Source: an optimization exercise on an open RTL-to-GDS flow (aim: small area, a short achievable clock period and few clock cycles). Production flows keep margins and buffers that such runs may drop.
In this exercise RTL edits were held to simulation tests only and were not proved equivalent to the original.
Power figures rest on the tool's default switching activity, not on a simulated workload.

==> design.v <==
module cla_nbit #(
  parameter n = 4
) (
  input   [n-1:0] a,
  input   [n-1:0] b,
  input           ci,
  output  [n-1:0] s,
  output          co
);
  wire [n-1:0] g;
  wire [n-1:0] p;
  /*verilator lint_off UNOPTFLAT*/
  wire [  n:0] c;
  /*verilator lint_on UNOPTFLAT*/
  assign c[0] = ci;
  assign co   = c[n];
  genvar i;   
  generate
    for (i = 0; i < n; i = i + 1) begin : addbit
      assign s[i] = a[i] ^ b[i] ^ c[i];
      assign g[i] = a[i] & b[i];
      assign p[i] = a[i] | b[i];
      assign c[i + 1] = g[i] | (p[i] & c[i]);
    end
  endgenerate
endmodule
module mul2x2(
  input  [1:0] a,
  input  [1:0] b,
  output [3:0] c
);
  wire [3:0] tmp;
  assign tmp[0] = a[0] & b[0];
  assign tmp[1] = (a[1]&b[0]) ^ (a[0]&b[1]);
  assign tmp[2] = (a[0]&b[1]) & (a[1]&b[0]) ^ (a[1]&b[1]);
  assign tmp[3] = (a[0]&b[1]) & (a[1]&b[0]) & (a[1]&b[1]);
  assign c 	= {tmp[3],tmp[2],tmp[1],tmp[0]};
endmodule
module mul4x4(
  input  [3:0] a,
  input  [3:0] b,
  output [7:0] c
);
  wire [15:0] tmp1;
  wire [ 5:0] result1;
  wire [ 5:0] result2;
  wire 	      co1,co2,co3;
  mul2x2 u1(a[3:2],b[3:2],tmp1[15:12]);
  mul2x2 u2(a[1:0],b[3:2],tmp1[11:8]);
  mul2x2 u3(a[3:2],b[1:0],tmp1[7:4]);
  mul2x2 u4(a[1:0],b[1:0],tmp1[3:0]);
  cla_nbit #(.n(6)) u5({tmp1[15:12],2'b0},{2'b0,tmp1[11:8]},1'b0	,result1	,co1);
  cla_nbit #(.n(6)) u6({2'b0,tmp1[7:4]}  ,{4'b0,tmp1[3:2]} ,co1 	,result2	,co2);
  cla_nbit #(.n(6)) u7(result1           ,result2	   ,co2 	,c[7:2] 	,co3);
  assign c[1:0] = tmp1[1:0];
endmodule
module mul8x8(
  input  [ 7:0] a,
  input  [ 7:0] b,
  output [15:0] c
);
  wire [31:0] tmp1;
  wire [11:0] result1;
  wire [11:0] result2;
  wire        co1,co2,co3;
  mul4x4 u1(a[7:4],b[7:4],tmp1[31:24]);
  mul4x4 u2(a[3:0],b[7:4],tmp1[23:16]);
  mul4x4 u3(a[7:4],b[3:0],tmp1[15:8]);
  mul4x4 u4(a[3:0],b[3:0],tmp1[7:0]);
  cla_nbit #(.n(12)) u5({tmp1[31:24],4'b0} ,{4'b0,tmp1[23:16]} ,1'b0 ,result1 ,co1);
  cla_nbit #(.n(12)) u6({4'b0,tmp1[15:8]}  ,{8'b0,tmp1[7:4]}   ,co1  ,result2 ,co2);
  cla_nbit #(.n(12)) u7(result1		   ,result2	       ,co2  ,c[15:4] ,co3);
  assign c[3:0] = tmp1[3:0];
endmodule
module mul16x16(
  input  [15:0] a,
  input  [15:0] b,
  output [31:0] c);
  wire [63:0] tmp1,tmp2;
  wire [23:0] result1;
  wire [23:0] result2;
  wire co1,co2,co3;
  assign tmp2 = tmp1;
  mul8x8 u1(a[15:8],b[15:8],tmp1[63:48]);
  mul8x8 u2(a[7:0] ,b[15:8],tmp1[47:32]);
  mul8x8 u3(a[15:8],b[ 7:0],tmp1[31:16]);
  mul8x8 u4(a[7:0] ,b[ 7:0],tmp1[15:0]);
  cla_nbit #(.n(24)) u5({tmp2[63:48],8'b0} ,{8'b0,tmp2[47:32]} ,1'b0 ,result1 ,co1);
  cla_nbit #(.n(24)) u6({8'b0,tmp2[31:16]} ,{16'b0,tmp2[15:8]} ,co1  ,result2 ,co2);
  cla_nbit #(.n(24)) u7(result1            ,result2            ,co2  ,c[31:8] ,co3);
  assign c[7:0] = tmp2[7:0];
endmodule
module mul_normalizer (
  input  [ 4:0] exponent,
  input  [21:0] mantissa_prod,
  output [14:0] result
);
  wire [4:0] result_exponent;
  wire [9:0] result_mantissa;
  assign result_exponent = (mantissa_prod[21]) ? (exponent + 1'b1): exponent;
  assign result_mantissa = (mantissa_prod[21]) ? mantissa_prod[20:11]:mantissa_prod[19:10];
  assign result          = {result_exponent,result_mantissa};
endmodule
module int_fp_mul (
  input         mode,
  input  [15:0] a,
  input  [15:0] b,
  output [15:0] c,
  output        error  
);
  wire [15:0] c_tmp;
  wire        c_sign,a_zero,b_zero;
  wire [ 4:0] sum_exponent, biased_sum_exponent;
  wire [15:0] multiplier_input1,multiplier_input2;
  wire [31:0] multiplier_output;
  wire [14:0] normalized_out;
  wire [21:0] mantissa_prod;
  wire c1,c2,underflow,overflow;
  assign overflow = (c1 && c2 && ~biased_sum_exponent[4]) ? 1'b1 :1'b0;
  assign underflow = (~c1 && ~c2 && biased_sum_exponent[4]) ? 1'b1:1'b0;
  assign a_zero = ~(|a);
  assign b_zero = ~(|b);
  assign c_sign = a[15] ^ b[15];
  assign multiplier_input1 = mode ? {5'b0,1'b1,a[9:0]} : ((a[7]==1'b0) ? {9'b0,a[6:0]} : {9'b0,~a[6:0]+1'b1});
  assign multiplier_input2 = mode ? {5'b0,1'b1,b[9:0]} : ((b[7]==1'b0) ? {9'b0,b[6:0]} : {9'b0,~b[6:0]+1'b1});
  assign c = mode ? ((a_zero | b_zero) ? 16'b0 : c_tmp) : ((a[7]^b[7] == 1'b0) ? multiplier_output[15:0] : {1'b1,~multiplier_output[14:0]+1'b1});
  assign c_tmp = (~error) ? {c_sign,normalized_out} : (underflow ? {c_sign,15'b0000_0000_0000_000} : {c_sign,5'b1111_1,10'b0000_0000_00});
  assign error = overflow | underflow; 
  assign mantissa_prod = multiplier_output[21:0];
  mul16x16 u1(multiplier_input1,multiplier_input2,multiplier_output);
  cla_nbit #(.n(5)) u2(a[14:10],b[14:10],1'b0,sum_exponent,c1);  
  cla_nbit #(.n(5)) u3(sum_exponent, 5'b10001,1'b0,biased_sum_exponent,c2);  
  mul_normalizer u4(biased_sum_exponent,mantissa_prod,normalized_out);
endmodule
module alignment (
  input  [14:0] bigger, 
  input  [14:0] smaller,
  output [10:0] aligned_small
);
  wire c1;
  wire [4:0] bigger_exponent, smaller_exponent, shift_bits;
  assign bigger_exponent  = bigger  [14:10];
  assign smaller_exponent = smaller [14:10];
  assign aligned_small    = ({1'b1,smaller[9:0]} >> shift_bits);
  cla_nbit #(.n(5)) u1(bigger_exponent,~smaller_exponent+1'b1,1'b0,shift_bits,c1);
endmodule
module add_normalizer (
  input             sign,
  input      [ 4:0] exponent,
  input      [10:0] mantissa_add,
  output reg [15:0] result,
  input             if_carray,
  input             if_sub
);
  reg [4:0] number_of_zero_lead;
  reg [10:0] norm_mantissa_add;
  reg [9:0] mantissa_tmp;
  wire [4:0] shift_left_exp;
  wire c1;
  always @ (*) begin
    if (mantissa_add[10:4] == 7'b0000_001) begin
      number_of_zero_lead = 5'd6;
      norm_mantissa_add   = (mantissa_add << 4'd6);
    end else if (mantissa_add[10:5] == 6'b0000_01) begin 
      number_of_zero_lead = 5'd5;
      norm_mantissa_add   = (mantissa_add << 4'd5);
    end else if (mantissa_add[10:6] == 5'b0000_1) begin
      number_of_zero_lead = 5'd4;
      norm_mantissa_add   = (mantissa_add << 4'd4);
    end else if (mantissa_add[10:7] == 4'b0001) begin
      number_of_zero_lead = 5'd3;
      norm_mantissa_add   = (mantissa_add << 4'd3);
    end else if (mantissa_add[10:8] == 3'b001) begin
      number_of_zero_lead = 5'd2;
      norm_mantissa_add   = (mantissa_add << 4'd2);
    end else if (mantissa_add[10:9] == 2'b01) begin
      number_of_zero_lead = 5'd1;
      norm_mantissa_add   = (mantissa_add << 4'd1);
    end else begin 
      number_of_zero_lead = 5'd0;
      norm_mantissa_add   = mantissa_add[10:0];
    end 
  end
  always @(*) begin
    result[15]      = sign;
    if (!if_sub) begin 
      result[14:10] = if_carray ? exponent + 1'b1 : exponent;
      result[9:0]   = if_carray ? mantissa_add[10:1] : mantissa_add[9:0];
    end else begin 
      result[14:10] = shift_left_exp;
      result[9:0]   = norm_mantissa_add[9:0];
    end 
  end
  cla_nbit #(.n(5)) u1(exponent,~number_of_zero_lead+1'b1,1'b0,shift_left_exp,c1);
endmodule
module int_fp_add (
  input         mode,
  input  [15:0] a,
  input  [15:0] b,
  output [15:0] c
);
  wire [10:0] adder_input_1,adder_input_2,aligned_small,adder_output;
  wire if_sub,a_sign, b_sign, c_sign,c1, c2;
  wire [15:0] normalized_out;
  wire [4:0] higher_add,higher_a,higher_b;
  wire [15:0] result;
  reg [14:0] bigger, smaller;
  reg a_larger_b;
  assign a_sign        = a[15];
  assign b_sign        = b[15];
  assign if_sub        = (a_sign == b_sign) ? 1'b0 : 1'b1;
  assign c_sign        = a_larger_b ? a_sign : b_sign;
  assign higher_a      = (mode == 1'b0) ? a[15:11] : 5'b0;
  assign higher_b      = (mode == 1'b0) ? b[15:11] : 5'b0;
  assign adder_input_1 = (mode==1'b0) ? a[10:0] :{1'b1,bigger[9:0]};
  assign adder_input_2 = (mode==1'b0) ? b[10:0] : (if_sub ? ~aligned_small + 1'b1 : aligned_small);
  assign c             = (mode == 1'b0) ? {higher_add,adder_output} :
                         (a[14:0] == 15'b0) ? b :
                         (b[14:0] == 15'b0) ? a : result;
  always @(*) begin
    if (a[14:0] > b[14:0]) begin
      bigger = a[14:0];
      smaller = b[14:0];
      a_larger_b = 1'b1;
    end else begin 
      bigger = b[14:0];
      smaller = a[14:0];
      a_larger_b = 1'b0;
    end 
  end
  alignment u1(bigger,smaller,aligned_small);
  cla_nbit #(.n(11)) u2(adder_input_1,adder_input_2,1'b0,adder_output,c1);
  cla_nbit #(.n(5)) u3(higher_a,higher_b,c1,higher_add,c2);
  add_normalizer u4(c_sign,bigger[14:10],adder_output,result,c1,if_sub);
endmodule
module mac_unit
(
  input     [15:0] in_a,  
  input     [15:0] in_b,  
  input     [15:0] in_c,  
  input 	   mode,
  output    [15:0] mac_out,
  output 	   error
);
  wire [15:0] mul_out;
  int_fp_add add(
    .mode  (mode   ),
    .a     (mul_out),
    .b     (in_c   ),
    .c     (mac_out)
  );
  int_fp_mul mul(
    .mode  (mode   ),
    .a     (in_a   ),
    .b     (in_b   ),
    .c     (mul_out),
    .error (error  )
  );
endmodule
`default_nettype none
module delay2 #(
  parameter WIDTH = 16,
  parameter DEPTH = 3
) (
  input  wire                 clk,
  input  wire                 reset,
  input  wire [WIDTH - 1 : 0] data_in,
  output wire [WIDTH - 1 : 0] data_out
);
  wire [WIDTH - 1 : 0] connect_wire [DEPTH : 0];
  assign data_out        = connect_wire[DEPTH];
  assign connect_wire[0] = data_in;
  genvar i;
  generate
    for (i = 1; i <= DEPTH; i = i + 1) begin
      dff #(.WIDTH(WIDTH)) DFF(
        .clk(clk),
        .rst(reset),
        .inp(connect_wire[i-1]),
        .outp(connect_wire[i]));
    end
  endgenerate
endmodule
module dff#(
    parameter WIDTH = 1
  ) (
    input wire clk,
    input wire rst,
    input wire [WIDTH-1:0] inp,
    output reg [WIDTH-1:0] outp
  );
  always @(posedge clk) begin
    outp <= rst ? {WIDTH{1'b0}} : inp;
  end
endmodule
`default_nettype wire
`default_nettype none
module PE #(
  parameter W = 16
) (
  input  wire                 i_clk,
  input  wire                 i_rst,
  input  wire                 i_en,
  input  wire                 i_mode,
  input  wire [    W - 1 : 0] i_A,
  input  wire [    W - 1 : 0] i_B,
  output wire [    W - 1 : 0] o_A,
  output wire [    W - 1 : 0] o_B,
  output reg  [    W - 1 : 0] o_C,
  output wire                 o_error
);
  wire sync_load;
  assign o_A = i_A_buffered;
  assign o_B = i_B_buffered;
  assign sync_load = i_rst | ~i_en;
  wire [W - 1 : 0] i_A_buffered;
  wire [W - 1 : 0] i_B_buffered;
  reg  [15 : 0] accu;
  wire [15 : 0] mac_out;
  delay2 #(.WIDTH(W), .DEPTH(1)) delayA(.clk(i_clk), .reset(i_rst), .data_in(i_A), .data_out(i_A_buffered));
  delay2 #(.WIDTH(W), .DEPTH(1)) delayB(.clk(i_clk), .reset(i_rst), .data_in(i_B), .data_out(i_B_buffered));
  always @(posedge i_clk) begin
    if (sync_load) begin
      accu <= 0;
      o_C  <= 0;
    end
    else begin
      accu <= mac_out;
      o_C  <= mac_out;
    end
  end
  mac_unit u0_mac(
    .in_a    (i_A_buffered),
    .in_b    (i_B_buffered),
    .in_c    (accu),
    .mode    (i_mode),
    .mac_out (mac_out),
    .error   (o_error)
  );
endmodule
`default_nettype wire
`default_nettype none
module systolic #(
  parameter W = 16,
  parameter N = 3
) (
  input  wire                         i_clk,
  input  wire                         i_rst,
  input  wire                         i_en,
  input  wire                         i_mode,
  input  wire [        W * N - 1 : 0] i_A,
  input  wire [        W * N - 1 : 0] i_B,
  output wire [    W * N * N - 1 : 0] o_C
);
  localparam O_VEC_WIDTH = W;
  wire [W - 1 : 0] a00, a01, a02, b00, b01, b02;
  wire [W - 1 : 0] pe_a_00_01, pe_a_01_02, pe_a_10_11, pe_a_11_12, pe_a_20_21, pe_a_21_22;
  wire [W - 1 : 0] pe_b_00_10, pe_b_01_11, pe_b_02_12, pe_b_10_20, pe_b_11_21, pe_b_12_22;
  wire pe00_err, pe01_err, pe02_err, pe10_err, pe11_err, pe12_err, pe20_err, pe21_err, pe22_err;
  wire [O_VEC_WIDTH - 1 : 0] c00, c01, c02, c10, c11, c12, c20, c21, c22;
  assign a00 = i_A[0 * W +: W];
  assign a01 = i_A[1 * W +: W];
  assign a02 = i_A[2 * W +: W];
  assign b00 = i_B[0 * W +: W];
  assign b01 = i_B[1 * W +: W];
  assign b02 = i_B[2 * W +: W];
  PE #(.W(W)) PE00(.i_clk(i_clk),.i_rst(i_rst),.i_en(i_en), .i_mode(i_mode), .i_A(a00),        .i_B(b00),      .o_A(pe_a_00_01),.o_B(pe_b_00_10),.o_C(c00), .o_error(pe00_err));
  PE #(.W(W)) PE01(.i_clk(i_clk),.i_rst(i_rst),.i_en(i_en), .i_mode(i_mode), .i_A(pe_a_00_01), .i_B(b01),      .o_A(pe_a_01_02),.o_B(pe_b_01_11),.o_C(c01), .o_error(pe01_err));
  PE #(.W(W)) PE02(.i_clk(i_clk),.i_rst(i_rst),.i_en(i_en), .i_mode(i_mode), .i_A(pe_a_01_02), .i_B(b02),      .o_A(),          .o_B(pe_b_02_12),.o_C(c02), .o_error(pe02_err));
  PE #(.W(W)) PE10(.i_clk(i_clk),.i_rst(i_rst),.i_en(i_en), .i_mode(i_mode), .i_A(a01),       .i_B(pe_b_00_10),.o_A(pe_a_10_11),.o_B(pe_b_10_20),.o_C(c10), .o_error(pe10_err));
  PE #(.W(W)) PE11(.i_clk(i_clk),.i_rst(i_rst),.i_en(i_en), .i_mode(i_mode), .i_A(pe_a_10_11),.i_B(pe_b_01_11),.o_A(pe_a_11_12),.o_B(pe_b_11_21),.o_C(c11), .o_error(pe11_err));
  PE #(.W(W)) PE12(.i_clk(i_clk),.i_rst(i_rst),.i_en(i_en), .i_mode(i_mode), .i_A(pe_a_11_12),.i_B(pe_b_02_12),.o_A(),          .o_B(pe_b_12_22),.o_C(c12), .o_error(pe12_err));
  PE #(.W(W)) PE20(.i_clk(i_clk),.i_rst(i_rst),.i_en(i_en), .i_mode(i_mode), .i_A(a02),       .i_B(pe_b_10_20),.o_A(pe_a_20_21),.o_B(),          .o_C(c20), .o_error(pe20_err));
  PE #(.W(W)) PE21(.i_clk(i_clk),.i_rst(i_rst),.i_en(i_en), .i_mode(i_mode), .i_A(pe_a_20_21),.i_B(pe_b_11_21),.o_A(pe_a_21_22),.o_B(),          .o_C(c21), .o_error(pe21_err));
  PE #(.W(W)) PE22(.i_clk(i_clk),.i_rst(i_rst),.i_en(i_en), .i_mode(i_mode), .i_A(pe_a_21_22),.i_B(pe_b_12_22),.o_A(),          .o_B(),          .o_C(c22), .o_error(pe22_err));
  assign o_C[0 * O_VEC_WIDTH +: O_VEC_WIDTH] = c00;
  assign o_C[1 * O_VEC_WIDTH +: O_VEC_WIDTH] = c01;
  assign o_C[2 * O_VEC_WIDTH +: O_VEC_WIDTH] = c02;
  assign o_C[3 * O_VEC_WIDTH +: O_VEC_WIDTH] = c10;
  assign o_C[4 * O_VEC_WIDTH +: O_VEC_WIDTH] = c11;
  assign o_C[5 * O_VEC_WIDTH +: O_VEC_WIDTH] = c12;
  assign o_C[6 * O_VEC_WIDTH +: O_VEC_WIDTH] = c20;
  assign o_C[7 * O_VEC_WIDTH +: O_VEC_WIDTH] = c21;
  assign o_C[8 * O_VEC_WIDTH +: O_VEC_WIDTH] = c22;
endmodule
`default_nettype none
module control #(
  parameter W = 16,
  parameter N = 3
) (
  input  wire                         i_clk,
  input  wire                         i_rst,
  input  wire                         i_en,
  input  wire                         i_mode,
  input  wire [    W * N * N - 1 : 0] i_A,
  input  wire [    W * N * N - 1 : 0] i_B,
  output wire [    W * N * N - 1 : 0] o_C,
  output wire                         o_done
);
  reg [3 : 0] states, next_states;
  reg  [W - 1 : 0] a00, a01, a02;
  wire [W - 1 : 0] a01_q, a02_q;
  reg  [W - 1 : 0] b00, b01, b02;
  wire [W - 1 : 0] b01_q, b02_q;
  wire [W * N - 1 : 0] A_in;
  wire [W * N - 1 : 0] B_in;
  assign A_in = {a02_q, a01_q, a00};
  assign B_in = {b02_q, b01_q, b00};  
  always @(posedge i_clk) begin
    if (i_rst | ~i_en) begin
      states <= 4'b0000;
    end
    else if (i_en) begin
      states <= next_states;
    end
  end
  always @(*) begin
    if (states == 4'b1001) begin
      next_states = 4'b1001;
    end else begin
      next_states = states + 4'b0001;
    end
  end
  assign o_done = (states == 4'b1001);	
  always @(*) begin
    case (states)
      4'b0001: begin
        a00 = i_A[    W - 1 : 0 * W];
        a01 = i_A[2 * W - 1 : 1 * W];
        a02 = i_A[3 * W - 1 : 2 * W];
        b00 = i_B[    W - 1 : 0 * W];
        b01 = i_B[2 * W - 1 : 1 * W];
        b02 = i_B[3 * W - 1 : 2 * W];
      end
      4'b0010: begin
        a00 = i_A[4 * W - 1 : 3 * W];
        a01 = i_A[5 * W - 1 : 4 * W];
        a02 = i_A[6 * W - 1 : 5 * W];
        b00 = i_B[4 * W - 1 : 3 * W];
        b01 = i_B[5 * W - 1 : 4 * W];
        b02 = i_B[6 * W - 1 : 5 * W];
      end
      4'b0011: begin
        a00 = i_A[7 * W - 1 : 6 * W];
        a01 = i_A[8 * W - 1 : 7 * W];
        a02 = i_A[9 * W - 1 : 8 * W];
        b00 = i_B[7 * W - 1 : 6 * W];
        b01 = i_B[8 * W - 1 : 7 * W];
        b02 = i_B[9 * W - 1 : 8 * W];
      end
      default: begin
	a00 = 0;
	a01 = 0;
	a02 = 0;
	b00 = 0;
	b01 = 0;
	b02 = 0;
      end
    endcase
  end
  systolic #(.W(W), .N(N)) sys(.i_clk(i_clk), .i_rst(i_rst), .i_en(i_en), .i_mode(i_mode), .i_A(A_in), .i_B(B_in), .o_C(o_C));
  delay2 #(.WIDTH(W), .DEPTH(1)) delayA1(.clk(i_clk), .reset(i_rst), .data_in(a01), .data_out(a01_q));
  delay2 #(.WIDTH(W), .DEPTH(2)) delayA2(.clk(i_clk), .reset(i_rst), .data_in(a02), .data_out(a02_q));
  delay2 #(.WIDTH(W), .DEPTH(1)) delayB1(.clk(i_clk), .reset(i_rst), .data_in(b01), .data_out(b01_q));
  delay2 #(.WIDTH(W), .DEPTH(2)) delayB2(.clk(i_clk), .reset(i_rst), .data_in(b02), .data_out(b02_q));
endmodule
`default_nettype wire
==> run.sh <==
#!/bin/bash
# synth_recipe.tcl (not shown) runs the flow's synth.tcl, then flattens the netlist and writes it again
# the make line also repeats each setting of config.mk as NAME=value (left out here)
make -C /OpenROAD-flow-scripts/flow DESIGN_CONFIG=/design/flow/config.mk WORK_HOME=/design/flow/orfs CLKGATE_MAP_FILE= SYNTH_SCRIPT=/design/flow/synth_recipe.tcl finish
==> config.mk <==
export PLATFORM = sky130hd
export DESIGN_NAME = control
export DESIGN_NICKNAME = control
export VERILOG_FILES = /design/flow/design.v
export SDC_FILE = /design/flow/constraint.sdc
export NUM_CORES = 8
export LEC_CHECK = 0
export CAP_MARGIN = 20
export CORE_MARGIN = 2
export CORE_UTILIZATION = 40
export SLEW_MARGIN = 20
==> constraint.sdc <==
create_clock -name core_clock -period 32.0 [get_ports {i_clk}]
set_input_delay 6.4000 -clock core_clock [delete_from_list [all_inputs] [get_ports {i_clk}]]
set_output_delay 6.4000 -clock core_clock [all_outputs]
set_load 0.01 [all_outputs]
==> results.py <==
metrics = {
    "run_status": {
        "outcome": "timing/DRC/antenna clean",
    },
    "cells_and_area": {
        "final_common_cell": "inv_1",
        "layout_common_cells": "2,062 x inv_1, 1,625 x nor2_1, 1,403 x ha_1",
        "n_fill_cell": 25450,
        "layout-drive-gt1-share": 0.1262,
        "syn_to_final_growth_pct": 16.39,
        "reg_top3": "delayA2.genblk1.DFF.outp: 32 flops, delayB2.genblk1.DFF.outp: 32 flops",
        "stdcell_count": 16890,
        "nNetsFinal": 16240,
    },
    "timing": {
        "hold_slack_ns": 0.4345,
        "rsz0062_at_grt": "true",
        "finClkSkew_ns": 0.04034,
        "period_share": 0.9752,
        "tightest_slew_ns": 1.072,
        "fmax_mhz": 32.04,
        "period_needed_ns": 31.21,
        "fin_setup_tns_ns": 0,
        "setup_violations": 0,
        "slew_viol_final": 0,
        "hold_viol_final": 0,
        "slew_headroom": 0.2829,
    },
    "placement": {
        "gp_congestion": 0.9724,
        "dp_cells": 16680,
        "io_buffers": 436,
        "hpwl_um": 293800,
    },
    "worst_setup_path": {
        "cp-end-kind": "flop",
        "start_kind": "input port",
        "required_ns": 32.60,
        "critPathKind": "in -> reg",
        "crit_top_cell": "fa_2",
        "slowest_stage": "fa_1",
        "reg2reg_slack_ns": 4.91,
        "cp_slowest_stage_delay_ns": 0.49,
        "cp.arrival_ns": 31.81,
        "crit_fanout": 9,
    },
    "route": {
        "wl_um": 359400,
        "via_count": 93760,
        "firstDrtPassIters": 9,
        "drtIter0Drc": 8717,
        "remaining_drc_errors": 0,
        "postRouteAntennaNets": 0,
        "routedWlPerCell_um": 21.27,
        "via_per_inst": 5.550,
    },
    "yosys": {
        "synthTopCellsByArea": "fa_1 21%, ha_1 17%, dfxtp_1 10%",
        "synthCells": 12850,
        "yosysWarningCount": 7,
        "syn_area_sq_mm": 0.1034,
        "synth_top_area_share": 0.2108,
        "ys_ff_latch": 532,
        "synth_top_area_cell": "fa_1",
        "ys.flop_type": "dfxtp_1",
        "yosysSeqAreaShare": 0.1030,
        "synth_edf_count": 0,
        "ys_async_sr_fraction": 0,
        "synth_cell_types": 109,
        "postSynthAreaPerCell_sq_um": 8.048,
        "syn_nets": 15650,
    },
    "global_routing": {
        "grt_pass1_vias": 91090,
        "grt_max_degree": 92,
        "gr-total-overflow": 0,
        "grt_pass1_wl_um": 549900,
        "antenna_found_initial": 11,
        "grt_usage": 0.2664,
    },
    "job": {
        "maxCapViolations": 0,
    },
    "floorplan": {
        "die-area_sq_mm": 0.2627,
        "die_x_um": 512.5,
        "num_rows": 186,
        "fp.dieH_um": 512.5,
        "core-area_sq_mm": 0.2569,
        "io-pin-count": 437,
        "start_util": 0.4026,
    },
    "clocking": {
        "cts_hold_buf": 0,
        "clockRootBuffer": "clkbuf_16",
        "clockBufferDepth": 3,
        "clkTransAtPathRegs_ns": 0.06,
        "numCtsBuffers": 74,
        "clk_latency_ns": 0.73,
        "clkSinkCount": 532,
        "cts_tree": "done",
        "h-tree-depth": 3,
    },
    "power": {
        "p_leak_nw": 55.46,
        "max-vdd-ir-drop_v": 0.00004216,
        "powerDensity_mw_per_mm2": 36.86,
    },
    "min_path": {
        "hold_class": "reg -> reg",
    },
}
-- power breakdown --
part	switching (mW)	internal (mW)	leakage, nW
clock network	0.390	0.505	1.25
registers	0.0347	0.676	4.30
logic	1.68	1.15	49.9
total	2.10	2.34	55.5
-- critical path, delay by kind of cell --
family                   cells  cell delay [ns]
AND/OR/NAND/NOR             11             1.80
XOR/XNOR                     3             0.49
multiplexers                 3             0.75
adder cells (fa/ha/maj)     56            17.70
AO/OA/AOI/OAI               13             2.60
buffers and inverters       23             1.95
-- through the flow --
step / total power [mW] / instance area [sq um] / utilization / setup WS (ns)
2_1_floorplan: 2.628 / 105600 / - / -0.2469
3_3_place_gp: 3.406 / 116000 / 0.4517 / -0.05668
3_5_place_dp: 3.392 / 116100 / 0.4517 / -0.2433
4_1_cts: 4.310 / 118600 / 0.4617 / 0.5156
5_1_grt: 4.749 / 120400 / 0.4686 / -0.2054
6_report: 4.437 / 120400 / 0.4686 / 0.7920
-- kinds of logic (layout without fill, tap and decap cells) --
family | after synthesis | in the layout | synth area share
compound gates | 2244 | 2244 | 0.1451
other cells | 0 | 4 | 0
flops | 532 | 532 | 0.1030
buf+inv | 2716 | 3366 | 0.09921
mux | 404 | 404 | 0.04621
simple gates | 3883 | 3883 | 0.1755
fa+ha+maj | 2540 | 2540 | 0.3853
xor+xnor | 535 | 536 | 0.04571
-- worst paths after layout --
| check | start | endpoint | depth (start not counted) |
|---|---|---|---|
| worst max-delay path | i_mode | sys.PE01.o_C[14]$_SDFFE_PP0P_ | 109 |
| worst min-delay path | delayB2.genblk1[1].DFF.outp[1]$_SDFF_PP0_ | delayB2.genblk1[2].DFF.outp[1]$_SDFF_PP0_ | 1 |
| worst max register to register | sys.PE01.delayB.genblk1[1].DFF.outp[0]$_SDFF_PP0_ | sys.PE01.o_C[14]$_SDFFE_PP0P_ | 109 |
| worst min register to register | delayB2.genblk1[1].DFF.outp[1]$_SDFF_PP0_ | delayB2.genblk1[2].DFF.outp[1]$_SDFF_PP0_ | 1 |
-- synth_stat cells, types with 28 or more instances --
library cell / count
nor2b_1: 287
o31ai_1: 36
a21oi_1: 576
and3_1: 176
mux4_2: 49
nor4_1: 111
nand4_1: 71
a311oi_1: 28
a22o_1: 28
o21a_1: 40
nor3_1: 142
mux2_2: 98
nand3_1: 221
xor2_1: 205
nand2b_1: 78
nand2_1: 777
fa_1: 1089
a211o_1: 53
a21o_1: 73
a211oi_1: 169
mux2i_1: 257
nor2_1: 1645
or2_2: 55
o22ai_1: 83
o21ai_0: 451
ha_1: 1413
a222oi_1: 99
a221oi_1: 38
or3_1: 38
a22oi_1: 30
inv_1: 2083
and2_1: 120
o211ai_1: 84
clkbuf_1: 515
buf_1: 61
xnor2_1: 326
maj3_1: 38
dfxtp_1: 532
a31oi_1: 123
-- routing by layer --
metal	up-vias	GRT usage	part of all wire
li1	44080	-	-
met1	45500	0.3852	0.46
met2	3719	0.4131	0.44
met3	446	0.04158	0.081
met4	10	0.06357	0.025
met5	-	0	0.00020
-- what timing repair did --
| item | in CTS | in global routing |
|---|---|---|
| gates resized for setup | 0 | 305 |
| setup buffers | 0 | 69 |
| setup endpoints to repair | 0 | 29 |
-- layout make-up --
cell class / count / area [sq um] / share of cell area
Antenna cell: 4 / 10.01 / 0.00008313
Clock buffer: 93 / 2046 / 0.01699
Clock inverter: 45 / 514.2 / 0.004271
Inverter: 2104 / 7926 / 0.06583
Multi-Input combinational cell: 9607 / 85380 / 0.7092
Sequential cell: 532 / 10650 / 0.08846
Tap cell: 3384 / 4234 / 0.03517
Timing Repair Buffer: 1123 / 9625 / 0.07994
Timing Repair inverter: 1 / 11.26 / 0.00009353
Testbench counts, summed over its fixed seeds: cycles 32,000.

what the ideal ports hide:
Ports are ideal in the flow. The routed layout listed here was re-timed in OpenROAD.
Step 1: set_driving_cell puts a clkbuf_16 on i_clk and a buf_2 on each other input, an assumption about the parent block.
Step 2 also shifts input and output timing later by t, the mid clock arrival at the registers, as if the neighbouring blocks saw the same clock.
Three values: ideal, step 1, step 2; two values: the first two.
t (ns): 0.797
setup slack, ns: 0.792 / 0.716 / -0.082
worst setup path at the end: input to register
With both steps, setup timing fails in this run, where it was met with ideal ports. The setup slack of this run moves by -0.076 ns with the drivers and by -0.874 ns with both steps.
